What follows belongs to an exercise in optimizing a design on an open flow for small area and a short achievable clock period; a production flow would make more cautious choices.
In this exercise RTL edits were held to simulation tests only and were not proved equivalent to the original.

$ cat design/flow/config.mk
export PLATFORM = sky130hd
export DESIGN_NAME = buck_cv_pi
export DESIGN_NICKNAME = buck_cv_pi
export VERILOG_FILES = /design/flow/design.v
export SDC_FILE = /design/flow/constraint.sdc
export NUM_CORES = 4
export LEC_CHECK = 0
export ABC_AREA = 1
export CAP_MARGIN = 20
export CORE_MARGIN = 2
export CORE_UTILIZATION = 50
export SLEW_MARGIN = 20
export SYNTH_HIERARCHICAL = 1
$ cat design/flow/design.v
module buck_cv_pi(clk_sample,rst,Vout_from_buck,Time_on);
input clk_sample;
input rst;                           
input [15:0] Vout_from_buck;
output [9:0] Time_on;
reg [40:0] A;
reg [15:0] vp;
reg rf;
wire [15:0] V = Vout_from_buck;
wire n0, n1;
ha_m un0(.a(V[0]), .b(vp[0]), .s(n0), .co(n1));
wire n2, n3;
fa_m un2(.a(V[1]), .b(vp[1]), .c(n1), .s(n2), .co(n3));
wire n4, n5;
fa_m un4(.a(V[2]), .b(vp[2]), .c(n3), .s(n4), .co(n5));
wire n6, n7;
fa_m un6(.a(V[3]), .b(vp[3]), .c(n5), .s(n6), .co(n7));
wire n8, n9;
fa_m un8(.a(V[4]), .b(vp[4]), .c(n7), .s(n8), .co(n9));
wire n10, n11;
fa_m un10(.a(V[5]), .b(vp[5]), .c(n9), .s(n10), .co(n11));
wire n12, n13;
fa_m un12(.a(V[6]), .b(vp[6]), .c(n11), .s(n12), .co(n13));
wire n14, n15;
fa_m un14(.a(V[7]), .b(vp[7]), .c(n13), .s(n14), .co(n15));
wire n16, n17;
fa_m un16(.a(V[8]), .b(vp[8]), .c(n15), .s(n16), .co(n17));
wire n18, n19;
fa_m un18(.a(V[9]), .b(vp[9]), .c(n17), .s(n18), .co(n19));
wire n20, n21;
fa_m un20(.a(V[10]), .b(vp[10]), .c(n19), .s(n20), .co(n21));
wire n22, n23;
fa_m un22(.a(V[11]), .b(vp[11]), .c(n21), .s(n22), .co(n23));
wire n24, n25;
fa_m un24(.a(V[12]), .b(vp[12]), .c(n23), .s(n24), .co(n25));
wire n26, n27;
fa_m un26(.a(V[13]), .b(vp[13]), .c(n25), .s(n26), .co(n27));
wire n28, n29;
fa_m un28(.a(V[14]), .b(vp[14]), .c(n27), .s(n28), .co(n29));
wire n30, n31;
fa_m un30(.a(V[15]), .b(vp[15]), .c(n29), .s(n30), .co(n31));
wire [16:0] u = {n31, n30, n28, n26, n24, n22, n20, n18, n16, n14, n12, n10, n8, n6, n4, n2, n0};
wire n32, n33;
ha_m un32(.a(~vp[0]), .b(V[0]), .s(n32), .co(n33));
wire n34, n35;
fa_m un34(.a(~vp[1]), .b(V[1]), .c(n33), .s(n34), .co(n35));
wire n36, n37;
fa_m un36(.a(~vp[2]), .b(V[2]), .c(n35), .s(n36), .co(n37));
wire n38, n39;
fa_m un38(.a(~vp[3]), .b(V[3]), .c(n37), .s(n38), .co(n39));
wire n40, n41;
fa_m un40(.a(~vp[4]), .b(V[4]), .c(n39), .s(n40), .co(n41));
wire n42, n43;
fa_m un42(.a(~vp[5]), .b(V[5]), .c(n41), .s(n42), .co(n43));
wire n44, n45;
fa_m un44(.a(~vp[6]), .b(V[6]), .c(n43), .s(n44), .co(n45));
wire n46, n47;
fa_m un46(.a(~vp[7]), .b(V[7]), .c(n45), .s(n46), .co(n47));
wire n48, n49;
fa_m un48(.a(~vp[8]), .b(V[8]), .c(n47), .s(n48), .co(n49));
wire n50, n51;
fa_m un50(.a(~vp[9]), .b(V[9]), .c(n49), .s(n50), .co(n51));
wire n52, n53;
fa_m un52(.a(~vp[10]), .b(V[10]), .c(n51), .s(n52), .co(n53));
wire n54, n55;
fa_m un54(.a(~vp[11]), .b(V[11]), .c(n53), .s(n54), .co(n55));
wire n56, n57;
fa_m un56(.a(~vp[12]), .b(V[12]), .c(n55), .s(n56), .co(n57));
wire n58, n59;
fa_m un58(.a(~vp[13]), .b(V[13]), .c(n57), .s(n58), .co(n59));
wire n60, n61;
fa_m un60(.a(~vp[14]), .b(V[14]), .c(n59), .s(n60), .co(n61));
wire n62, n63;
fa_m un62(.a(~vp[15]), .b(V[15]), .c(n61), .s(n62), .co(n63));
wire [16:0] v = {n63, ~n62, ~n60, ~n58, ~n56, ~n54, ~n52, ~n50, ~n48, ~n46, ~n44, ~n42, ~n40, ~n38, ~n36, ~n34, ~n32};
wire big = u > 17'd5000;
wire n64, n65;
fa_m un64(.a(u[0]), .b(u[0]), .c(u[1]), .s(n64), .co(n65));
wire n66, n67;
fa_m un66(.a(u[1]), .b(u[2]), .c(n65), .s(n66), .co(n67));
wire n68, n69;
ha_m un68(.a(~A[2]), .b(m5[0]), .s(n68), .co(n69));
wire n70, n71;
fa_m un70(.a(n68), .b(u[2]), .c(u[3]), .s(n70), .co(n71));
wire n72, n73;
fa_m un72(.a(n67), .b(n70), .c(big), .s(n72), .co(n73));
wire n74, n75;
ha_m un74(.a(~A[3]), .b(m5[1]), .s(n74), .co(n75));
wire n76, n77;
fa_m un76(.a(n69), .b(n74), .c(u[3]), .s(n76), .co(n77));
wire n78, n79;
fa_m un78(.a(u[4]), .b(n71), .c(n76), .s(n78), .co(n79));
wire n80, n81;
fa_m un80(.a(~A[4]), .b(m5[2]), .c(n75), .s(n80), .co(n81));
wire n82, n83;
fa_m un82(.a(n80), .b(u[4]), .c(n77), .s(n82), .co(n83));
wire n84, n85;
fa_m un84(.a(u[5]), .b(n79), .c(n82), .s(n84), .co(n85));
wire n86, n87;
ha_m un86(.a(~A[5]), .b(n81), .s(n86), .co(n87));
wire n88, n89;
fa_m un88(.a(n86), .b(u[5]), .c(n83), .s(n88), .co(n89));
wire n90, n91;
fa_m un90(.a(u[6]), .b(n85), .c(n88), .s(n90), .co(n91));
wire n92, n93;
ha_m un92(.a(~A[6]), .b(n87), .s(n92), .co(n93));
wire n94, n95;
fa_m un94(.a(n92), .b(u[6]), .c(n89), .s(n94), .co(n95));
wire n96, n97;
fa_m un96(.a(u[7]), .b(n91), .c(n94), .s(n96), .co(n97));
wire n98, n99;
fa_m un98(.a(~A[7]), .b(n93), .c(v[0]), .s(n98), .co(n99));
wire n100, n101;
fa_m un100(.a(n98), .b(u[7]), .c(n95), .s(n100), .co(n101));
wire n102, n103;
fa_m un102(.a(u[8]), .b(n97), .c(n100), .s(n102), .co(n103));
wire n104, n105;
fa_m un104(.a(~A[8]), .b(v[0]), .c(n99), .s(n104), .co(n105));
wire n106, n107;
fa_m un106(.a(v[1]), .b(n104), .c(u[8]), .s(n106), .co(n107));
wire n108, n109;
fa_m un108(.a(n101), .b(u[9]), .c(n103), .s(n108), .co(n109));
wire n110, n111;
ha_m un110(.a(~A[9]), .b(v[1]), .s(n110), .co(n111));
wire n112, n113;
fa_m un112(.a(n110), .b(n105), .c(v[2]), .s(n112), .co(n113));
wire n114, n115;
fa_m un114(.a(n112), .b(u[9]), .c(n107), .s(n114), .co(n115));
wire n116, n117;
fa_m un116(.a(u[10]), .b(n109), .c(n114), .s(n116), .co(n117));
wire n118, n119;
fa_m un118(.a(~A[10]), .b(n111), .c(v[2]), .s(n118), .co(n119));
wire n120, n121;
fa_m un120(.a(v[3]), .b(n113), .c(n118), .s(n120), .co(n121));
wire n122, n123;
fa_m un122(.a(n120), .b(u[10]), .c(n115), .s(n122), .co(n123));
wire n124, n125;
fa_m un124(.a(u[11]), .b(n117), .c(n122), .s(n124), .co(n125));
wire n126, n127;
ha_m un126(.a(~A[11]), .b(v[3]), .s(n126), .co(n127));
wire n128, n129;
fa_m un128(.a(n119), .b(n126), .c(v[4]), .s(n128), .co(n129));
wire n130, n131;
fa_m un130(.a(n121), .b(n128), .c(u[11]), .s(n130), .co(n131));
wire n132, n133;
fa_m un132(.a(n123), .b(u[12]), .c(n125), .s(n132), .co(n133));
wire n134, n135;
fa_m un134(.a(~A[12]), .b(n127), .c(v[4]), .s(n134), .co(n135));
wire n136, n137;
fa_m un136(.a(v[5]), .b(n129), .c(n134), .s(n136), .co(n137));
wire n138, n139;
fa_m un138(.a(n136), .b(u[12]), .c(n131), .s(n138), .co(n139));
wire n140, n141;
fa_m un140(.a(u[13]), .b(n133), .c(n138), .s(n140), .co(n141));
wire n142, n143;
fa_m un142(.a(~A[13]), .b(v[5]), .c(n135), .s(n142), .co(n143));
wire n144, n145;
fa_m un144(.a(v[6]), .b(n137), .c(n142), .s(n144), .co(n145));
wire n146, n147;
fa_m un146(.a(n144), .b(u[13]), .c(n139), .s(n146), .co(n147));
wire n148, n149;
fa_m un148(.a(u[14]), .b(n141), .c(n146), .s(n148), .co(n149));
wire n150, n151;
fa_m un150(.a(A[14]), .b(v[0]), .c(~v[6]), .s(n150), .co(n151));
wire n152, n153;
fa_m un152(.a(n143), .b(v[7]), .c(~n150), .s(n152), .co(n153));
wire n154, n155;
fa_m un154(.a(n145), .b(n152), .c(u[14]), .s(n154), .co(n155));
wire n156, n157;
fa_m un156(.a(n147), .b(u[15]), .c(n149), .s(n156), .co(n157));
wire n158, n159;
fa_m un158(.a(A[15]), .b(v[1]), .c(n151), .s(n158), .co(n159));
wire n160, n161;
fa_m un160(.a(v[7]), .b(v[8]), .c(~n158), .s(n160), .co(n161));
wire n162, n163;
fa_m un162(.a(n153), .b(n160), .c(u[16]), .s(n162), .co(n163));
wire n164, n165;
fa_m un164(.a(u[15]), .b(n155), .c(n162), .s(n164), .co(n165));
wire n166, n167;
fa_m un166(.a(~big), .b(n157), .c(n164), .s(n166), .co(n167));
wire n168 = A[16] ^ v[2];
wire n169 = A[16] | v[2];
wire n170, n171;
fa_m un170(.a(n168), .b(~n159), .c(v[8]), .s(n170), .co(n171));
wire n172, n173;
fa_m un172(.a(v[9]), .b(n161), .c(n170), .s(n172), .co(n173));
wire n174, n175;
fa_m un174(.a(n172), .b(u[16]), .c(n163), .s(n174), .co(n175));
wire n176, n177;
fa_m un176(.a(~big), .b(n165), .c(n174), .s(n176), .co(n177));
wire n178, n179;
fa_m un178(.a(A[17]), .b(n169), .c(v[3]), .s(n178), .co(n179));
wire n180, n181;
fa_m un180(.a(~n178), .b(v[9]), .c(n171), .s(n180), .co(n181));
wire n182, n183;
fa_m un182(.a(v[10]), .b(n173), .c(n180), .s(n182), .co(n183));
wire n184, n185;
fa_m un184(.a(n182), .b(n175), .c(n177), .s(n184), .co(n185));
wire n186 = A[18] ^ v[4];
wire n187 = A[18] | v[4];
wire n188, n189;
fa_m un188(.a(~n179), .b(n186), .c(v[10]), .s(n188), .co(n189));
wire n190, n191;
fa_m un190(.a(n181), .b(v[11]), .c(n188), .s(n190), .co(n191));
wire n192, n193;
fa_m un192(.a(n183), .b(n190), .c(n185), .s(n192), .co(n193));
wire n194 = A[19] ^ n187;
wire n195 = A[19] | n187;
wire n196, n197;
fa_m un196(.a(~v[5]), .b(n194), .c(v[11]), .s(n196), .co(n197));
wire n198, n199;
fa_m un198(.a(n189), .b(v[12]), .c(n191), .s(n198), .co(n199));
wire n200, n201;
fa_m un200(.a(n196), .b(n198), .c(n193), .s(n200), .co(n201));
wire n202 = A[20] ^ n195;
wire n203 = A[20] | n195;
wire n204, n205;
fa_m un204(.a(~v[6]), .b(n202), .c(v[12]), .s(n204), .co(n205));
wire n206, n207;
fa_m un206(.a(n197), .b(v[13]), .c(n199), .s(n206), .co(n207));
wire n208, n209;
fa_m un208(.a(n204), .b(n206), .c(n201), .s(n208), .co(n209));
wire n210 = A[21] ^ n203;
wire n211 = A[21] | n203;
wire n212, n213;
fa_m un212(.a(n210), .b(~v[7]), .c(v[13]), .s(n212), .co(n213));
wire n214, n215;
fa_m un214(.a(n205), .b(v[14]), .c(n207), .s(n214), .co(n215));
wire n216, n217;
fa_m un216(.a(n212), .b(n214), .c(~big), .s(n216), .co(n217));
wire n218 = A[22] ^ n211;
wire n219 = A[22] | n211;
wire n220, n221;
fa_m un220(.a(n218), .b(~v[8]), .c(v[14]), .s(n220), .co(n221));
wire n222, n223;
fa_m un222(.a(n213), .b(v[15]), .c(n215), .s(n222), .co(n223));
wire n224, n225;
fa_m un224(.a(n220), .b(n222), .c(n217), .s(n224), .co(n225));
wire n226, n227;
fa_m un226(.a(A[23]), .b(n219), .c(v[9]), .s(n226), .co(n227));
wire n228, n229;
fa_m un228(.a(n226), .b(v[16]), .c(~v[15]), .s(n228), .co(n229));
wire n230, n231;
fa_m un230(.a(n221), .b(~n228), .c(n223), .s(n230), .co(n231));
wire n232, n233;
fa_m un232(.a(A[24]), .b(v[10]), .c(n227), .s(n232), .co(n233));
wire n234, n235;
fa_m un234(.a(n232), .b(v[16]), .c(n229), .s(n234), .co(n235));
wire n236 = A[25] ^ v[11];
wire n237 = A[25] | v[11];
wire n238, n239;
fa_m un238(.a(n233), .b(~n236), .c(n235), .s(n238), .co(n239));
wire n240 = A[26] ^ n237;
wire n241 = A[26] | n237;
wire n242, n243;
fa_m un242(.a(v[12]), .b(~n240), .c(n239), .s(n242), .co(n243));
wire n244 = A[27] ^ n241;
wire n245 = A[27] | n241;
wire n246, n247;
fa_m un246(.a(v[13]), .b(~n244), .c(n243), .s(n246), .co(n247));
wire n248 = A[28] ^ n245;
wire n249 = A[28] | n245;
wire n250, n251;
fa_m un250(.a(~n248), .b(v[14]), .c(n247), .s(n250), .co(n251));
wire n252 = A[29] ^ n249;
wire n253 = A[29] | n249;
wire n254, n255;
fa_m un254(.a(~n252), .b(v[15]), .c(n251), .s(n254), .co(n255));
wire n256, n257;
fa_m un256(.a(A[30]), .b(n253), .c(~v[16]), .s(n256), .co(n257));
wire n258 = A[31] ^ n257;
wire n259 = A[31] | n257;
wire n260 = A[32] ^ n259;
wire n261 = A[32] | n259;
wire n262 = A[33] ^ n261;
wire n263 = A[33] | n261;
wire n264 = A[34] ^ n263;
wire n265 = A[34] | n263;
wire n266 = A[35] ^ n265;
wire n267 = A[35] | n265;
wire n268 = A[36] ^ n267;
wire n269 = A[36] | n267;
wire n270 = A[37] ^ n269;
wire n271 = A[37] | n269;
wire n272 = A[38] ^ n271;
wire n273 = A[38] | n271;
wire n274 = A[39] ^ n273;
wire n275 = A[39] | n273;
wire n276 = A[40] ^ n275;
wire n277 = A[40] | n275;
wire n278, n279;
ha_m un278(.a(big), .b(~n64), .s(n278), .co(n279));
wire n280, n281;
ha_m un280(.a(big), .b(~n66), .s(n280), .co(n281));
wire n282 = n73 ^ n78;
wire n283 = n73 | n78;
wire n284, n285;
ha_m un284(.a(big), .b(~n84), .s(n284), .co(n285));
wire n286, n287;
ha_m un286(.a(big), .b(~n90), .s(n286), .co(n287));
wire n288 = big ^ n96;
wire n289 = big | n96;
wire n290 = n106 ^ n108;
wire n291 = n106 | n108;
wire n292, n293;
ha_m un292(.a(big), .b(~n116), .s(n292), .co(n293));
wire n294 = big ^ n124;
wire n295 = big | n124;
wire n296 = n130 ^ n132;
wire n297 = n130 | n132;
wire n298 = big ^ n140;
wire n299 = big | n140;
wire n300, n301;
ha_m un300(.a(big), .b(~n148), .s(n300), .co(n301));
wire n302 = n154 ^ n156;
wire n303 = n154 | n156;
wire n304 = n167 ^ n176;
wire n305 = n167 | n176;
wire n306 = n209 ^ n216;
wire n307 = n209 | n216;
wire n308 = n225 ^ n230;
wire n309 = n225 | n230;
wire n310, n311;
ha_m un310(.a(~n231), .b(n234), .s(n310), .co(n311));
wire n312, n313;
ha_m un312(.a(n255), .b(n256), .s(n312), .co(n313));
wire n314 = n279 | (n278 & 1'b1);
wire n315 = n281 | (n280 & n314);
wire n316 = n280 & n278;
wire n317 = ~n283 | (n282 & 1'b0);
wire n318 = n282 & ~n72;
wire n319 = n287 | (n286 & n285);
wire n320 = n286 & n284;
wire n321 = 1'b0 | (~n102 & ~n289);
wire n322 = ~n102 & n288;
wire n323 = n293 | (n292 & ~n291);
wire n324 = n292 & n290;
wire n325 = ~n297 | (n296 & ~n295);
wire n326 = n296 & n294;
wire n327 = n301 | (n300 & ~n299);
wire n328 = n300 & n298;
wire n329 = 1'b0 | (~n166 & ~n303);
wire n330 = ~n166 & n302;
wire n331 = 1'b0 | (~n184 & ~n305);
wire n332 = ~n184 & n304;
wire n333 = 1'b0 | (~n200 & 1'b0);
wire n334 = ~n200 & ~n192;
wire n335 = ~n307 | (n306 & 1'b0);
wire n336 = n306 & ~n208;
wire n337 = ~n309 | (n308 & 1'b0);
wire n338 = n308 & ~n224;
wire n339 = 1'b0 | (n238 & n311);
wire n340 = n238 & n310;
wire n341 = 1'b0 | (n246 & 1'b0);
wire n342 = n246 & n242;
wire n343 = 1'b0 | (n254 & 1'b0);
wire n344 = n254 & n250;
wire n345 = 1'b0 | (~n258 & n313);
wire n346 = ~n258 & n312;
wire n347 = 1'b0 | (~n262 & 1'b0);
wire n348 = ~n262 & ~n260;
wire n349 = 1'b0 | (~n266 & 1'b0);
wire n350 = ~n266 & ~n264;
wire n351 = 1'b0 | (~n270 & 1'b0);
wire n352 = ~n270 & ~n268;
wire n353 = 1'b0 | (~n274 & 1'b0);
wire n354 = ~n274 & ~n272;
wire n355 = n317 | (n318 & n315);
wire n356 = n318 & n316;
wire n357 = n321 | (n322 & n319);
wire n358 = n322 & n320;
wire n359 = n325 | (n326 & n323);
wire n360 = n326 & n324;
wire n361 = n329 | (n330 & n327);
wire n362 = n330 & n328;
wire n363 = n333 | (n334 & n331);
wire n364 = n334 & n332;
wire n365 = n337 | (n338 & n335);
wire n366 = n338 & n336;
wire n367 = n341 | (n342 & n339);
wire n368 = n342 & n340;
wire n369 = n345 | (n346 & n343);
wire n370 = n346 & n344;
wire n371 = n349 | (n350 & n347);
wire n372 = n350 & n348;
wire n373 = n353 | (n354 & n351);
wire n374 = n354 & n352;
wire n375 = n357 | (n358 & n355);
wire n376 = n358 & n356;
wire n377 = n361 | (n362 & n359);
wire n378 = n362 & n360;
wire n379 = n365 | (n366 & n363);
wire n380 = n366 & n364;
wire n381 = n369 | (n370 & n367);
wire n382 = n370 & n368;
wire n383 = n373 | (n374 & n371);
wire n384 = n374 & n372;
wire n385 = n377 | (n378 & n375);
wire n386 = n378 & n376;
wire n387 = n381 | (n382 & n379);
wire n388 = n382 & n380;
wire n389 = n387 | (n388 & n385);
wire n390 = n388 & n386;
wire n391 = n379 | (n380 & n385);
wire n392 = n380 & n386;
wire n393 = n383 | (n384 & n389);
wire n394 = n384 & n390;
wire n395 = n359 | (n360 & n375);
wire n396 = n360 & n376;
wire n397 = n363 | (n364 & n385);
wire n398 = n364 & n386;
wire n399 = n367 | (n368 & n391);
wire n400 = n368 & n392;
wire n401 = n371 | (n372 & n389);
wire n402 = n372 & n390;
wire n403 = n319 | (n320 & n355);
wire n404 = n320 & n356;
wire n405 = n323 | (n324 & n375);
wire n406 = n324 & n376;
wire n407 = n327 | (n328 & n395);
wire n408 = n328 & n396;
wire n409 = n331 | (n332 & n385);
wire n410 = n332 & n386;
wire n411 = n335 | (n336 & n397);
wire n412 = n336 & n398;
wire n413 = n339 | (n340 & n391);
wire n414 = n340 & n392;
wire n415 = n343 | (n344 & n399);
wire n416 = n344 & n400;
wire n417 = n347 | (n348 & n389);
wire n418 = n348 & n390;
wire n419 = n351 | (n352 & n401);
wire n420 = n352 & n402;
wire n421 = 1'b0 | (~n72 & n315);
wire n422 = ~n72 & n316;
wire n423 = n285 | (n284 & n355);
wire n424 = n284 & n356;
wire n425 = ~n289 | (n288 & n403);
wire n426 = n288 & n404;
wire n427 = ~n291 | (n290 & n375);
wire n428 = n290 & n376;
wire n429 = ~n295 | (n294 & n405);
wire n430 = n294 & n406;
wire n431 = ~n299 | (n298 & n395);
wire n432 = n298 & n396;
wire n433 = ~n303 | (n302 & n407);
wire n434 = n302 & n408;
wire n435 = ~n305 | (n304 & n385);
wire n436 = n304 & n386;
wire n437 = 1'b0 | (~n192 & n409);
wire n438 = ~n192 & n410;
wire n439 = 1'b0 | (~n208 & n397);
wire n440 = ~n208 & n398;
wire n441 = 1'b0 | (~n224 & n411);
wire n442 = ~n224 & n412;
wire n443 = n311 | (n310 & n391);
wire n444 = n310 & n392;
wire n445 = 1'b0 | (n242 & n413);
wire n446 = n242 & n414;
wire n447 = 1'b0 | (n250 & n399);
wire n448 = n250 & n400;
wire n449 = n313 | (n312 & n415);
wire n450 = n312 & n416;
wire n451 = 1'b0 | (~n260 & n389);
wire n452 = ~n260 & n390;
wire n453 = 1'b0 | (~n264 & n417);
wire n454 = ~n264 & n418;
wire n455 = 1'b0 | (~n268 & n401);
wire n456 = ~n268 & n402;
wire n457 = 1'b0 | (~n272 & n419);
wire n458 = ~n272 & n420;
wire n459 = 1'b0 | (~n276 & n393);
wire n460 = ~n276 & n394;
wire n461 = n278 ^ 1'b1;
wire n462 = n280 ^ n314;
wire n463 = ~n72 ^ n315;
wire n464 = n282 ^ n421;
wire n465 = n284 ^ n355;
wire n466 = n286 ^ n423;
wire n467 = n288 ^ n403;
wire n468 = ~n102 ^ n425;
wire n469 = n290 ^ n375;
wire n470 = n292 ^ n427;
wire n471 = n294 ^ n405;
wire n472 = n296 ^ n429;
wire n473 = n298 ^ n395;
wire n474 = n300 ^ n431;
wire n475 = n302 ^ n407;
wire n476 = ~n166 ^ n433;
wire n477 = n304 ^ n385;
wire n478 = ~n184 ^ n435;
wire n479 = ~n192 ^ n409;
wire n480 = ~n200 ^ n437;
wire n481 = ~n208 ^ n397;
wire n482 = n306 ^ n439;
wire n483 = ~n224 ^ n411;
wire n484 = n308 ^ n441;
wire n485 = n310 ^ n391;
wire n486 = n238 ^ n443;
wire n487 = n242 ^ n413;
wire n488 = n246 ^ n445;
wire n489 = n250 ^ n399;
wire n490 = n254 ^ n447;
wire n491 = n312 ^ n415;
wire n492 = ~n258 ^ n449;
wire n493 = ~n260 ^ n389;
wire n494 = ~n262 ^ n451;
wire n495 = ~n264 ^ n417;
wire n496 = ~n266 ^ n453;
wire n497 = ~n268 ^ n401;
wire n498 = ~n270 ^ n455;
wire n499 = ~n272 ^ n419;
wire n500 = ~n274 ^ n457;
wire n501 = ~n276 ^ n393;
wire [40:0] S = {n501, n500, n499, n498, n497, n496, n495, n494, n493, n492, n491, n490, n489, n488, n487, n486, n485, n484, n483, n482, n481, n480, n479, n478, n477, n476, n475, n474, n473, n472, n471, n470, n469, n468, n467, n466, n465, n464, n463, n462, n461};
wire n502, n503;
fa_m un502(.a(A[5]), .b(A[9]), .c(A[13]), .s(n502), .co(n503));
wire n504, n505;
fa_m un504(.a(A[17]), .b(A[21]), .c(A[25]), .s(n504), .co(n505));
wire n506, n507;
fa_m un506(.a(A[29]), .b(A[33]), .c(A[37]), .s(n506), .co(n507));
wire n508, n509;
fa_m un508(.a(n502), .b(n504), .c(n506), .s(n508), .co(n509));
wire n510, n511;
fa_m un510(.a(A[6]), .b(A[10]), .c(A[14]), .s(n510), .co(n511));
wire n512, n513;
fa_m un512(.a(A[18]), .b(A[22]), .c(A[26]), .s(n512), .co(n513));
wire n514, n515;
fa_m un514(.a(A[30]), .b(A[34]), .c(A[38]), .s(n514), .co(n515));
wire n516, n517;
fa_m un516(.a(n503), .b(n505), .c(n507), .s(n516), .co(n517));
wire n518, n519;
fa_m un518(.a(n510), .b(n512), .c(n514), .s(n518), .co(n519));
wire n520, n521;
fa_m un520(.a(n509), .b(n516), .c(n518), .s(n520), .co(n521));
wire n522, n523;
fa_m un522(.a(A[7]), .b(A[11]), .c(A[15]), .s(n522), .co(n523));
wire n524, n525;
fa_m un524(.a(A[19]), .b(A[23]), .c(A[27]), .s(n524), .co(n525));
wire n526, n527;
fa_m un526(.a(A[31]), .b(A[35]), .c(A[39]), .s(n526), .co(n527));
wire n528, n529;
fa_m un528(.a(n511), .b(n513), .c(n515), .s(n528), .co(n529));
wire n530, n531;
fa_m un530(.a(n522), .b(n524), .c(n526), .s(n530), .co(n531));
wire n532, n533;
fa_m un532(.a(n517), .b(n519), .c(n528), .s(n532), .co(n533));
wire n534, n535;
fa_m un534(.a(n530), .b(n521), .c(n532), .s(n534), .co(n535));
wire n536, n537;
fa_m un536(.a(A[8]), .b(A[12]), .c(A[16]), .s(n536), .co(n537));
wire n538, n539;
fa_m un538(.a(A[20]), .b(A[24]), .c(A[28]), .s(n538), .co(n539));
wire n540, n541;
fa_m un540(.a(A[32]), .b(A[36]), .c(A[40]), .s(n540), .co(n541));
wire n542, n543;
fa_m un542(.a(n523), .b(n525), .c(n527), .s(n542), .co(n543));
wire n544, n545;
fa_m un544(.a(n536), .b(n538), .c(n540), .s(n544), .co(n545));
wire n546, n547;
fa_m un546(.a(n529), .b(n531), .c(n542), .s(n546), .co(n547));
wire n548, n549;
fa_m un548(.a(n544), .b(n533), .c(n546), .s(n548), .co(n549));
wire n550, n551;
fa_m un550(.a(n537), .b(n539), .c(n541), .s(n550), .co(n551));
wire n552, n553;
fa_m un552(.a(n543), .b(n545), .c(n550), .s(n552), .co(n553));
wire n554, n555;
fa_m un554(.a(n508), .b(n547), .c(n552), .s(n554), .co(n555));
wire n556, n557;
fa_m un556(.a(n551), .b(n553), .c(n520), .s(n556), .co(n557));
wire n558, n559;
ha_m un558(.a(n549), .b(n554), .s(n558), .co(n559));
wire n560, n561;
fa_m un560(.a(n555), .b(n556), .c(n559), .s(n560), .co(n561));
wire n562, n563;
fa_m un562(.a(n534), .b(n557), .c(n561), .s(n562), .co(n563));
wire n564, n565;
fa_m un564(.a(n535), .b(n548), .c(n563), .s(n564), .co(n565));
wire [4:0] rs = {n565, n564, n562, n560, n558};
wire [3:0] rho;
localparam [31:0] RHO_T0 = 32'b10010101010101010010101010101010;
assign rho[0] = RHO_T0[rs];
localparam [31:0] RHO_T1 = 32'b00100110011001100100110011001100;
assign rho[1] = RHO_T1[rs];
localparam [31:0] RHO_T2 = 32'b00111000011110000111000011110000;
assign rho[2] = RHO_T2[rs];
localparam [31:0] RHO_T3 = 32'b00111111100000000111111100000000;
assign rho[3] = RHO_T3[rs];
wire [2:0] m5;
localparam [127:0] M5_T0 = 128'b00000000010100101001010010100101001010010100101001010010100101001010010100101001010010100101001010010100101001010010100101001010;
assign m5[0] = M5_T0[{rho, A[4:2]}];
localparam [127:0] M5_T1 = 128'b00000000011000110001100011000110001100011000110001100011000110001100011000110001100011000110001100011000110001100011000110001100;
assign m5[1] = M5_T1[{rho, A[4:2]}];
localparam [127:0] M5_T2 = 128'b00000000100001000010000100001000010000100001000010000100001000010000100001000010000100001000010000100001000010000100001000010000;
assign m5[2] = M5_T2[{rho, A[4:2]}];
wire [4:0] dm24;
localparam [127:0] DM24_T0 = 128'b00000000111110000011111000001111100000111110000011111000001111100000111110000011111000001111100000111110000011111000001111100000;
assign dm24[0] = DM24_T0[{rho, A[4:2]}];
localparam [127:0] DM24_T1 = 128'b00000000111111111100000000001111111111000000000011111111110000000000111111111100000000001111111111000000000011111111110000000000;
assign dm24[1] = DM24_T1[{rho, A[4:2]}];
localparam [127:0] DM24_T2 = 128'b00000000111111111111111111110000000000000000000011111111111111111111000000000000000000001111111111111111111100000000000000000000;
assign dm24[2] = DM24_T2[{rho, A[4:2]}];
localparam [127:0] DM24_T3 = 128'b00000000000000000000000000000000000000000000000011111111111111111111111111111111111111110000000000000000000000000000000000000000;
assign dm24[3] = DM24_T3[{rho, A[4:2]}];
localparam [127:0] DM24_T4 = 128'b00000000111111111111111111111111111111111111111100000000000000000000000000000000000000000000000000000000000000000000000000000000;
assign dm24[4] = DM24_T4[{rho, A[4:2]}];
wire [0:0] hs;
localparam [31:0] HS_T0 = 32'b01110111101110111101110111101110;
assign hs[0] = HS_T0[A[40:36]];
wire [33:0] cc;
localparam [31:0] CC_T0 = 32'b01010011001010010100010010100100;
assign cc[0] = CC_T0[A[40:36]];
localparam [31:0] CC_T1 = 32'b01000111000110001100000110001100;
assign cc[1] = CC_T1[A[40:36]];
localparam [31:0] CC_T2 = 32'b01100100001010101000010011001000;
assign cc[2] = CC_T2[A[40:36]];
localparam [31:0] CC_T3 = 32'b00100011000110011001110001000100;
assign cc[3] = CC_T3[A[40:36]];
localparam [31:0] CC_T4 = 32'b01000101100100010001010101100110;
assign cc[4] = CC_T4[A[40:36]];
localparam [31:0] CC_T5 = 32'b00100011001100110101000100100010;
assign cc[5] = CC_T5[A[40:36]];
localparam [31:0] CC_T6 = 32'b00010111000010110000110100001110;
assign cc[6] = CC_T6[A[40:36]];
localparam [31:0] CC_T7 = 32'b00000000101110110000000011101110;
assign cc[7] = CC_T7[A[40:36]];
localparam [31:0] CC_T8 = 32'b00000000000000001101110111101110;
assign cc[8] = CC_T8[A[40:36]];
localparam [31:0] CC_T9 = 32'b01010010100100101001010010100100;
assign cc[9] = CC_T9[A[40:36]];
localparam [31:0] CC_T10 = 32'b01100011000110001100010100101000;
assign cc[10] = CC_T10[A[40:36]];
localparam [31:0] CC_T11 = 32'b01110100000110110000010111000000;
assign cc[11] = CC_T11[A[40:36]];
localparam [31:0] CC_T12 = 32'b00100101001100101001000101001010;
assign cc[12] = CC_T12[A[40:36]];
localparam [31:0] CC_T13 = 32'b01000110001000110001100110001100;
assign cc[13] = CC_T13[A[40:36]];
localparam [31:0] CC_T14 = 32'b00100010101010101000100010101010;
assign cc[14] = CC_T14[A[40:36]];
localparam [31:0] CC_T15 = 32'b01000100100010001100110011001100;
assign cc[15] = CC_T15[A[40:36]];
localparam [31:0] CC_T16 = 32'b01110000101100001101000011100000;
assign cc[16] = CC_T16[A[40:36]];
localparam [31:0] CC_T17 = 32'b01110111000000001101110100000000;
assign cc[17] = CC_T17[A[40:36]];
localparam [31:0] CC_T18 = 32'b01110111101110110000000000000000;
assign cc[18] = CC_T18[A[40:36]];
localparam [31:0] CC_T19 = 32'b00100101001010010100100101001010;
assign cc[19] = CC_T19[A[40:36]];
localparam [31:0] CC_T20 = 32'b00010100101000110001100011000110;
assign cc[20] = CC_T20[A[40:36]];
localparam [31:0] CC_T21 = 32'b00000011101000001101100000101110;
assign cc[21] = CC_T21[A[40:36]];
localparam [31:0] CC_T22 = 32'b01010010100010010100110010100100;
assign cc[22] = CC_T22[A[40:36]];
localparam [31:0] CC_T23 = 32'b00110001100110001100010001100010;
assign cc[23] = CC_T23[A[40:36]];
localparam [31:0] CC_T24 = 32'b01010101000100010101010101000100;
assign cc[24] = CC_T24[A[40:36]];
localparam [31:0] CC_T25 = 32'b00110011001100110001000100100010;
assign cc[25] = CC_T25[A[40:36]];
localparam [31:0] CC_T26 = 32'b00000111000010110000110100001110;
assign cc[26] = CC_T26[A[40:36]];
localparam [31:0] CC_T27 = 32'b00000000101110110000000011101110;
assign cc[27] = CC_T27[A[40:36]];
localparam [31:0] CC_T28 = 32'b00000000000000001101110111101110;
assign cc[28] = CC_T28[A[40:36]];
localparam [31:0] CC_T29 = 32'b01010010100100101001010010100100;
assign cc[29] = CC_T29[A[40:36]];
localparam [31:0] CC_T30 = 32'b01100011000110001100010100101000;
assign cc[30] = CC_T30[A[40:36]];
localparam [31:0] CC_T31 = 32'b01110100000110110000010111000000;
assign cc[31] = CC_T31[A[40:36]];
localparam [31:0] CC_T32 = 32'b00100101001100101001000101001010;
assign cc[32] = CC_T32[A[40:36]];
localparam [31:0] CC_T33 = 32'b01000110001000110001100110001100;
assign cc[33] = CC_T33[A[40:36]];
wire [9:0] k30;
localparam [31:0] K30_T0 = 32'b00000000000000000000000000000000;
assign k30[0] = K30_T0[A[40:36]];
localparam [31:0] K30_T1 = 32'b01011010110100101001011010110100;
assign k30[1] = K30_T1[A[40:36]];
localparam [31:0] K30_T2 = 32'b00111001110011100111000110001100;
assign k30[2] = K30_T2[A[40:36]];
localparam [31:0] K30_T3 = 32'b00000111110000011111000001111100;
assign k30[3] = K30_T3[A[40:36]];
localparam [31:0] K30_T4 = 32'b11111111110000000000111111111100;
assign k30[4] = K30_T4[A[40:36]];
localparam [31:0] K30_T5 = 32'b01011010111011010110100101001000;
assign k30[5] = K30_T5[A[40:36]];
localparam [31:0] K30_T6 = 32'b10011100111100011000111001110000;
assign k30[6] = K30_T6[A[40:36]];
localparam [31:0] K30_T7 = 32'b11100000111111100000111110000000;
assign k30[7] = K30_T7[A[40:36]];
localparam [31:0] K30_T8 = 32'b00000000111111111111000000000000;
assign k30[8] = K30_T8[A[40:36]];
localparam [31:0] K30_T9 = 32'b11111111000000000000000000000000;
assign k30[9] = K30_T9[A[40:36]];
wire [4:0] th0;
localparam [31:0] TH0_T0 = 32'b10100110110100101000100101001000;
assign th0[0] = TH0_T0[A[40:36]];
localparam [31:0] TH0_T1 = 32'b10011110001100011000011100111000;
assign th0[1] = TH0_T1[A[40:36]];
localparam [31:0] TH0_T2 = 32'b01111110000011111000000011111000;
assign th0[2] = TH0_T2[A[40:36]];
localparam [31:0] TH0_T3 = 32'b00000001111111111000000000000111;
assign th0[3] = TH0_T3[A[40:36]];
localparam [31:0] TH0_T4 = 32'b00000000000000000111111111111111;
assign th0[4] = TH0_T4[A[40:36]];
wire [4:0] th1;
localparam [31:0] TH1_T0 = 32'b01011011001011010110011010110100;
assign th1[0] = TH1_T0[A[40:36]];
localparam [31:0] TH1_T1 = 32'b11000111000111001110000110001100;
assign th1[1] = TH1_T1[A[40:36]];
localparam [31:0] TH1_T2 = 32'b00111111000000111110000001111100;
assign th1[2] = TH1_T2[A[40:36]];
localparam [31:0] TH1_T3 = 32'b00000000111111111110000000000011;
assign th1[3] = TH1_T3[A[40:36]];
localparam [31:0] TH1_T4 = 32'b00000000000000000001111111111111;
assign th1[4] = TH1_T4[A[40:36]];
wire gx0 = A[2] & 1'b1;
wire gy0 = A[2] | 1'b1;
wire ge1 = cc[0] ? gx0 : gy0;
wire gx1 = A[3] & ge1;
wire gy1 = A[3] | ge1;
wire ge2 = cc[1] ? gx1 : gy1;
wire gx2 = A[4] & ge2;
wire gy2 = A[4] | ge2;
wire ge3 = cc[2] ? gx2 : gy2;
wire gx3 = A[5] & ge3;
wire gy3 = A[5] | ge3;
wire ge4 = cc[3] ? gx3 : gy3;
wire gx4 = A[6] & ge4;
wire gy4 = A[6] | ge4;
wire ge5 = cc[4] ? gx4 : gy4;
wire gx5 = A[7] & ge5;
wire gy5 = A[7] | ge5;
wire ge6 = cc[5] ? gx5 : gy5;
wire gx6 = A[8] & ge6;
wire gy6 = A[8] | ge6;
wire ge7 = cc[6] ? gx6 : gy6;
wire gx7 = A[9] & ge7;
wire gy7 = A[9] | ge7;
wire ge8 = cc[7] ? gx7 : gy7;
wire gx8 = A[10] & ge8;
wire gy8 = A[10] | ge8;
wire ge9 = cc[8] ? gx8 : gy8;
wire gx9 = A[11] & ge9;
wire gy9 = A[11] | ge9;
wire ge10 = cc[9] ? gx9 : gy9;
wire gx10 = A[12] & ge10;
wire gy10 = A[12] | ge10;
wire ge11 = cc[10] ? gx10 : gy10;
wire gx11 = A[13] & ge11;
wire gy11 = A[13] | ge11;
wire ge12 = cc[11] ? gx11 : gy11;
wire gx12 = A[14] & ge12;
wire gy12 = A[14] | ge12;
wire ge13 = cc[12] ? gx12 : gy12;
wire gx13 = A[15] & ge13;
wire gy13 = A[15] | ge13;
wire ge14 = cc[13] ? gx13 : gy13;
wire gx14 = A[16] & ge14;
wire gy14 = A[16] | ge14;
wire ge15 = cc[14] ? gx14 : gy14;
wire gx15 = A[17] & ge15;
wire gy15 = A[17] | ge15;
wire ge16 = cc[15] ? gx15 : gy15;
wire gx16 = A[18] & ge16;
wire gy16 = A[18] | ge16;
wire ge17 = cc[16] ? gx16 : gy16;
wire gx17 = A[19] & ge17;
wire gy17 = A[19] | ge17;
wire ge18 = cc[17] ? gx17 : gy17;
wire gx18 = A[20] & ge18;
wire gy18 = A[20] | ge18;
wire ge19 = cc[18] ? gx18 : gy18;
wire gx19 = A[21] & ge19;
wire gy19 = A[21] | ge19;
wire ge20 = cc[19] ? gx19 : gy19;
wire gx20 = A[22] & ge20;
wire gy20 = A[22] | ge20;
wire ge21 = cc[20] ? gx20 : gy20;
wire gx21 = A[23] & ge21;
wire gy21 = A[23] | ge21;
wire ge22 = cc[21] ? gx21 : gy21;
wire gx22 = A[24] & ge22;
wire gy22 = A[24] | ge22;
wire ge23 = cc[22] ? gx22 : gy22;
wire gx23 = A[25] & ge23;
wire gy23 = A[25] | ge23;
wire ge24 = cc[23] ? gx23 : gy23;
wire gx24 = A[26] & ge24;
wire gy24 = A[26] | ge24;
wire ge25 = cc[24] ? gx24 : gy24;
wire gx25 = A[27] & ge25;
wire gy25 = A[27] | ge25;
wire ge26 = cc[25] ? gx25 : gy25;
wire gx26 = A[28] & ge26;
wire gy26 = A[28] | ge26;
wire ge27 = cc[26] ? gx26 : gy26;
wire gx27 = A[29] & ge27;
wire gy27 = A[29] | ge27;
wire ge28 = cc[27] ? gx27 : gy27;
wire gx28 = A[30] & ge28;
wire gy28 = A[30] | ge28;
wire ge29 = cc[28] ? gx28 : gy28;
wire gx29 = A[31] & ge29;
wire gy29 = A[31] | ge29;
wire ge30 = cc[29] ? gx29 : gy29;
wire gx30 = A[32] & ge30;
wire gy30 = A[32] | ge30;
wire ge31 = cc[30] ? gx30 : gy30;
wire gx31 = A[33] & ge31;
wire gy31 = A[33] | ge31;
wire ge32 = cc[31] ? gx31 : gy31;
wire gx32 = A[34] & ge32;
wire gy32 = A[34] | ge32;
wire ge33 = cc[32] ? gx32 : gy32;
wire gx33 = A[35] & ge33;
wire gy33 = A[35] | ge33;
wire ge = cc[33] ? gx33 : gy33;
wire g = hs[0] & ge;
wire t = dm24 >= (g ? th1 : th0);
wire n566, n567;
fa_m un566(.a(rho[0]), .b(k30[0]), .c(t), .s(n566), .co(n567));
wire n568, n569;
fa_m un568(.a(rho[1]), .b(k30[1]), .c(g), .s(n568), .co(n569));
wire n570, n571;
fa_m un570(.a(n567), .b(~A[6]), .c(n568), .s(n570), .co(n571));
wire n572, n573;
fa_m un572(.a(rho[2]), .b(k30[2]), .c(g), .s(n572), .co(n573));
wire n574, n575;
fa_m un574(.a(n569), .b(~A[7]), .c(n572), .s(n574), .co(n575));
wire n576, n577;
fa_m un576(.a(rho[3]), .b(k30[3]), .c(g), .s(n576), .co(n577));
wire n578, n579;
fa_m un578(.a(n573), .b(~A[8]), .c(n576), .s(n578), .co(n579));
wire n580 = rho[0] ^ k30[4];
wire n581 = rho[0] | k30[4];
wire n582, n583;
fa_m un582(.a(g), .b(~n580), .c(n577), .s(n582), .co(n583));
wire n584, n585;
fa_m un584(.a(A[9]), .b(A[5]), .c(~n579), .s(n584), .co(n585));
wire n586, n587;
fa_m un586(.a(rho[1]), .b(k30[5]), .c(n581), .s(n586), .co(n587));
wire n588, n589;
fa_m un588(.a(A[10]), .b(A[6]), .c(~n586), .s(n588), .co(n589));
wire n590, n591;
fa_m un590(.a(~n583), .b(n588), .c(n585), .s(n590), .co(n591));
wire n592, n593;
fa_m un592(.a(rho[2]), .b(k30[6]), .c(~A[11]), .s(n592), .co(n593));
wire n594, n595;
fa_m un594(.a(~A[7]), .b(n587), .c(n592), .s(n594), .co(n595));
wire n596, n597;
fa_m un596(.a(n589), .b(~n594), .c(n591), .s(n596), .co(n597));
wire n598, n599;
fa_m un598(.a(rho[3]), .b(k30[7]), .c(~A[12]), .s(n598), .co(n599));
wire n600, n601;
fa_m un600(.a(~A[8]), .b(n593), .c(n598), .s(n600), .co(n601));
wire n602, n603;
fa_m un602(.a(n595), .b(n600), .c(~n597), .s(n602), .co(n603));
wire n604 = rho[0] ^ k30[8];
wire n605 = rho[0] | k30[8];
wire n606, n607;
fa_m un606(.a(n604), .b(A[13]), .c(A[9]), .s(n606), .co(n607));
wire n608, n609;
fa_m un608(.a(A[5]), .b(~n599), .c(n606), .s(n608), .co(n609));
wire n610, n611;
fa_m un610(.a(n601), .b(~n608), .c(n603), .s(n610), .co(n611));
wire n612, n613;
fa_m un612(.a(rho[1]), .b(k30[9]), .c(n605), .s(n612), .co(n613));
wire n614, n615;
fa_m un614(.a(A[14]), .b(A[10]), .c(A[6]), .s(n614), .co(n615));
wire n616, n617;
fa_m un616(.a(~n612), .b(n607), .c(n614), .s(n616), .co(n617));
wire n618, n619;
fa_m un618(.a(n609), .b(n616), .c(~n611), .s(n618), .co(n619));
wire n620, n621;
ha_m un620(.a(A[5]), .b(~n566), .s(n620), .co(n621));
wire n622, n623;
ha_m un622(.a(n570), .b(~n621), .s(n622), .co(n623));
wire n624, n625;
fa_m un624(.a(n571), .b(n574), .c(n623), .s(n624), .co(n625));
wire n626, n627;
fa_m un626(.a(n575), .b(n578), .c(n625), .s(n626), .co(n627));
wire n628, n629;
fa_m un628(.a(n582), .b(~n584), .c(n627), .s(n628), .co(n629));
wire n630, n631;
ha_m un630(.a(~n590), .b(n629), .s(n630), .co(n631));
wire n632, n633;
ha_m un632(.a(~n596), .b(n631), .s(n632), .co(n633));
wire n634, n635;
ha_m un634(.a(n602), .b(n633), .s(n634), .co(n635));
wire n636, n637;
ha_m un636(.a(n610), .b(n635), .s(n636), .co(n637));
wire n638, n639;
ha_m un638(.a(~n618), .b(n637), .s(n638), .co(n639));
wire [9:0] T = {n638, n636, n634, n632, n630, n628, n626, n624, n622, ~n620};
assign Time_on = rf ? 10'd200 : T;
always @(posedge clk_sample) begin
  if (rst) begin
    A  <= 41'd0;
    vp <= 16'd2500;
    rf <= 1'b1;
  end else begin
    A  <= S;
    vp <= V;
    rf <= 1'b0;
  end
end
endmodule
module fa_m(input a, input b, input c, output s, output co);
assign s = a ^ b ^ c;
assign co = (a & b) | (a & c) | (b & c);
endmodule
module ha_m(input a, input b, output s, output co);
assign s = a ^ b;
assign co = a & b;
endmodule
$ cat design/flow/constraint.sdc
create_clock -name core_clock -period 175.0 [get_ports {clk_sample}]
set_input_delay 35.0000 -clock core_clock [delete_from_list [all_inputs] [get_ports {clk_sample}]]
set_output_delay 35.0000 -clock core_clock [all_outputs]
set_load 0.01 [all_outputs]
$ cat design/flow/run.sh
#!/bin/bash
# synth_recipe.tcl (not shown) runs the flow's synth.tcl, then flattens the netlist and writes it again
# the make line also repeats each setting of config.mk as NAME=value (left out here)
make -C /OpenROAD-flow-scripts/flow DESIGN_CONFIG=/design/flow/config.mk WORK_HOME=/design/flow/orfs CLKGATE_MAP_FILE= SYNTH_SCRIPT=/design/flow/synth_recipe.tcl finish
==> results.txt <==
==> how the worst max path moves through the flow <==
stage,startpoint,endpoint,slack (ns),cells after the start
5_1_grt,A[36]$_SDFF_PP0_,Time_on[9],127.45,36
4_1_cts,A[36]$_SDFF_PP0_,Time_on[9],128.12,36
2_1_floorplan,Vout_from_buck[0],A[39]$_SDFF_PP0_,128.39,52
3_5_place_dp,Vout_from_buck[0],A[39]$_SDFF_PP0_,127.81,54
3_3_place_gp,Vout_from_buck[0],A[39]$_SDFF_PP0_,128.01,54
6_report,A[36]$_SDFF_PP0_,Time_on[9],128.12,36
==> area by class of cell <==
class                      instances  share of cell area [%]
tap                              270                    3.12
multi-input combinational        909                    72.6
clock inverter                     1                   0.277
sequential                        56                    10.4
timing repair buffer              34                    2.96
inverter                         268                    9.29
clock buffer                       7                    1.41
==> kinds of logic after synthesis <==
group,synth area share (%)
compound gates,12.0
buf+inv,11.7
simple gates,17.3
xor+xnor,1.38
fa+ha+maj,46.5
other cells,0.0368
flops,11.0
==> modules after synthesis, one instance, submodules excluded <==
module	cell area, um2	flops+latches
fa_m	20.0	0
ha_m	12.5	0
buck_cv_pi	6490	56
==> routing by layer <==
layer | up-vias | part of all wire (%)
met5 | - | 0
met4 | 0 | 2.7
met3 | 43 | 4.5
li1 | 3938 | -
met2 | 242 | 48
met1 | 3855 | 44
==> synth_stat cells, types with 4 or more instances <==
master    instances  share of area (%)
o221ai_1          4               0.34
a21oi_2           4               0.34
clkbuf_1         18               0.66
o22ai_1          14               0.86
nor2_1          119                4.4
nand2_1         225                8.3
nand2_2           8               0.49
o31ai_1           4               0.30
ha_1             97                 12
xnor2_1           9               0.77
o211ai_1          9               0.66
o21a_1            6               0.44
nand3_1          25                1.2
nor3_1            7               0.34
xor2_1            7               0.60
inv_2            17               0.63
a21oi_1          44                2.2
or2_2            16               0.98
o21ai_1           7               0.34
o21ai_0          69                3.4
buf_4             4               0.30
fa_1            176                 35
a31oi_1          10               0.61
a32oi_1           4               0.34
inv_1           250                9.2
dfxtp_1          56                 11
==> flip-flops by register name, indices dropped and copies added (netlist names) <==
| signal | count |
|---|---|
| vp | 16 |
| A | 39 |
| rf | 1 |
==> worst min-delay path, cell delays in order, from the launching register on <==
cell and delay (ns):
dfxtp_1 0.36, inv_1 0.07, ha_1 0.18, xor2_1 0.08, nor2_1 0.07
==> per-stage QoR <==
stage,cells,setup slack (ns),instance area [um2]
2_1_floorplan,1266,128.39,10200
3_3_place_gp,1537,128.01,10600
3_5_place_dp,1537,127.81,10600
4_1_cts,1545,128.12,10800
5_1_grt,1545,127.45,10800
6_report,1545,128.12,10800
==> results.txt <==
Run status:
- The flow ran to the end and the layout has no timing, DRC or antenna violations.

Yosys:
- The share of the yosys chip area belonging to registers is around 11%.
- The number of distinct library cells after synthesis is 60.
- After synthesis, the mean cell area works out to ~8.0 um2.
- The flip-flop and latch count after synthesis is 56.
- The net count after synthesis is 1557.
- The count of synthesis-stage warnings from yosys is 7.
- Yosys mapped a number of flops with a built-in enable equal to 0.
- After synthesis the cells add up to 10200 um2.
- The post-synthesis async set-or-reset flop share is 0%.
- For this run, the leading register cell type out of synthesis is dfxtp_1.
- Synthesis produced ~1300 cells.

Critical path:
- The largest single stage delay on the critical path is 0.77 ns.
- The end of the worst register-to-register path is A[39]$_SDFF_PP0_.
- Of all nets on the critical path, the largest fanout is 27.
- The cell count of the worst reg-to-reg path is 53.
- The startpoint identified for the worst register-to-register timing path is A[36]$_SDFF_PP0_.
- The launching element type of the critical path is a flop.
- The kind of critical path is reg2out.
- Data arrives at the worst endpoint at 11.88 ns.
- The cell with the largest stage delay on the worst path is dfxtp_1.
- The number of buffers and inverters on the critical path is 4.
- The kind of cell adding the most delay to the critical path is adder cells.
- The reg-to-reg setup timing slack is approximately 160 ns.
- By instance count, the cell type seen most on the critical path is fa_1.
- At the worst endpoint, the required time is between 100 and 150 ns.
- The worst setup path is captured at a primary output.

Final layout:
- The area growth from synthesis to layout is 6.42%.
- In the layout the commonest cells are inv_1 (250), nand2_1 (225), fa_1 (176).
- The total of fill cells in the finished design is roughly 1900.
- At the end of the flow the core is filled with cells to around 54%.
- In the final layout, the share of cells above drive strength 1 is between 6 and 7%.
- The number of inserted diodes is 0.
- The multi-input logic area is 7860 um2.
- The net count of the finished layout is between 1500 and 2000.
- Registers take 1120 um2.
- The library cell used most frequently in the layout, excluding fill and tap cells, is inv_1.

Worst hold path:
- The startpoint of the lowest-slack hold path is A[33]$_SDFF_PP0_.
- The path with the worst hold slack has its endpoint at A[33]$_SDFF_PP0_.
- Along the worst hold path, the cell count comes to 4.
- The worst min-delay path class is reg2reg.

Timing:
- Setup repair after global routing left no endpoint under its margin.
- Measured against its own limit, the worst slew margin works out to a little over two fifths.
- Setup violations remaining at the end of the flow were counted as 0.
- The summed negative setup slack over all endpoints is 0 ns.
- The final number of hold-violating endpoints came to 0.
- The shortest clock period the worst path allows after layout is ~47 ns.
- The count of final max-slew check failures is 0.
- The post-route clock period utilization is between 20% and 30%.
- The clock arrives with roughly 0.0058 ns of skew.
- The worst hold-check slack is 0.792 ns.
- The maximum clock frequency is between 20 and 25 MHz.
- At the pin with the least slew margin, the transition time is slightly below 0.9 ns.

Floorplan:
- The full die area is roughly 22000 um2.
- The floorplan step set the die height to between 100 and 150 um.
- The number of top-level design ports is 28.
- The initial cell density of the core is 50.6%.
- The horizontal extent of the die is approximately 150 um.
- The placeable core region is a little over 20000 um2.
- The standard-cell row count is 52.

Global route:
- Global routing consumed, on the met2 layer, 41.8% of the routing resources.
- Global routing finished with a remaining overflow of 0.
- The initial antenna violation count was 0.
- The total routing resource utilization after global routing is approximately 25%.
- The via count of the first global-routing pass came to between 8000 and 9000.
- The first global-routing pass estimated 42800 um of wire.
- Global routing used 1.84% of the available met3 tracks.
- The global routing's busiest layer is met2.
- The met1 layer usage reported by global route is a little over a third.
- Entering global routing, the biggest net connects 57 pins.

CTS:
- The TritonCTS clock tree is done.
- The longest clock path from root to sink contains 2 buffers.
- The clock input transition at the sequential cells of the worst setup and hold paths is approximately 0.070 ns.
- The tree built by TritonCTS fans out to 56 sinks.
- CTS built an H-tree with a depth of 2.
- The latest clock arrival within the worst-skew pair is around 0.30 ns.
- Post-CTS timing repair inserted 0 buffers for setup.
- The number of cells upsized or downsized after cts is 0.
- In this run the clock root is driven by a clkbuf_16.
- The TritonCTS buffer count is 5.
- For this design, the CTS-stage hold fixing added 0 buffers.

Drt:
- In the final routed layout, each cell accounts on average for roughly 16 um.
- The first detailed-routing pass ran for 5 iterations.
- The number of vias in the routed layout is 8078.
- In the routed design, unresolved DRC markers number 0.
- The total wirelength of the detailed-routed design is approximately 25000 um.
- The average vias per placed instance is ~5.2.
- The first routing iteration left slightly above 600 violations.
- The residual antenna-violating net count after detailed routing is 0.

Place:
- The weighted congestion reported at the end of routability-driven placement is 0.968.
- In this run the tool buffered the top-level ports with 27 buffer cells.
- The HPWL reported at the end of detailed placement is 21300 um.

Run:
- Across the run, the number of max-cap violations was 0.

## static timing again, ports no longer ideal
How much do the figures lean on ideal ports? The routed layout below was timed once more, with nothing changed but the port constraints.
Step 1 (the two cells are an assumption about what drives the block):
set clk [get_ports {clk_sample}]
set_driving_cell -lib_cell sky130_fd_sc_hd__clkbuf_16 $clk
set_driving_cell -lib_cell sky130_fd_sc_hd__buf_2 [delete_from_list [all_inputs] $clk]
Step 2 times the ports against the registers' clock, not the clock port: input delays grow and output delays shrink by t, the midpoint of the rising clock arrivals with the driver on.
Three values: ideal ports, drivers, drivers and shift; two values: the first two.
t (ns): 0.339
setup slack, ns: 128.124 / 128.084 / 127.937
hold slack, ns: 0.792 / 0.792 / 0.792
latest minus earliest clock arrival (ns): 0.006 / 0.006
worst slew at a driven data input, ns: 0.03
After both steps setup and hold are still met in this run. For this run, drivers alone change the setup slack by -0.040 ns; drivers and shift together by -0.187 ns.
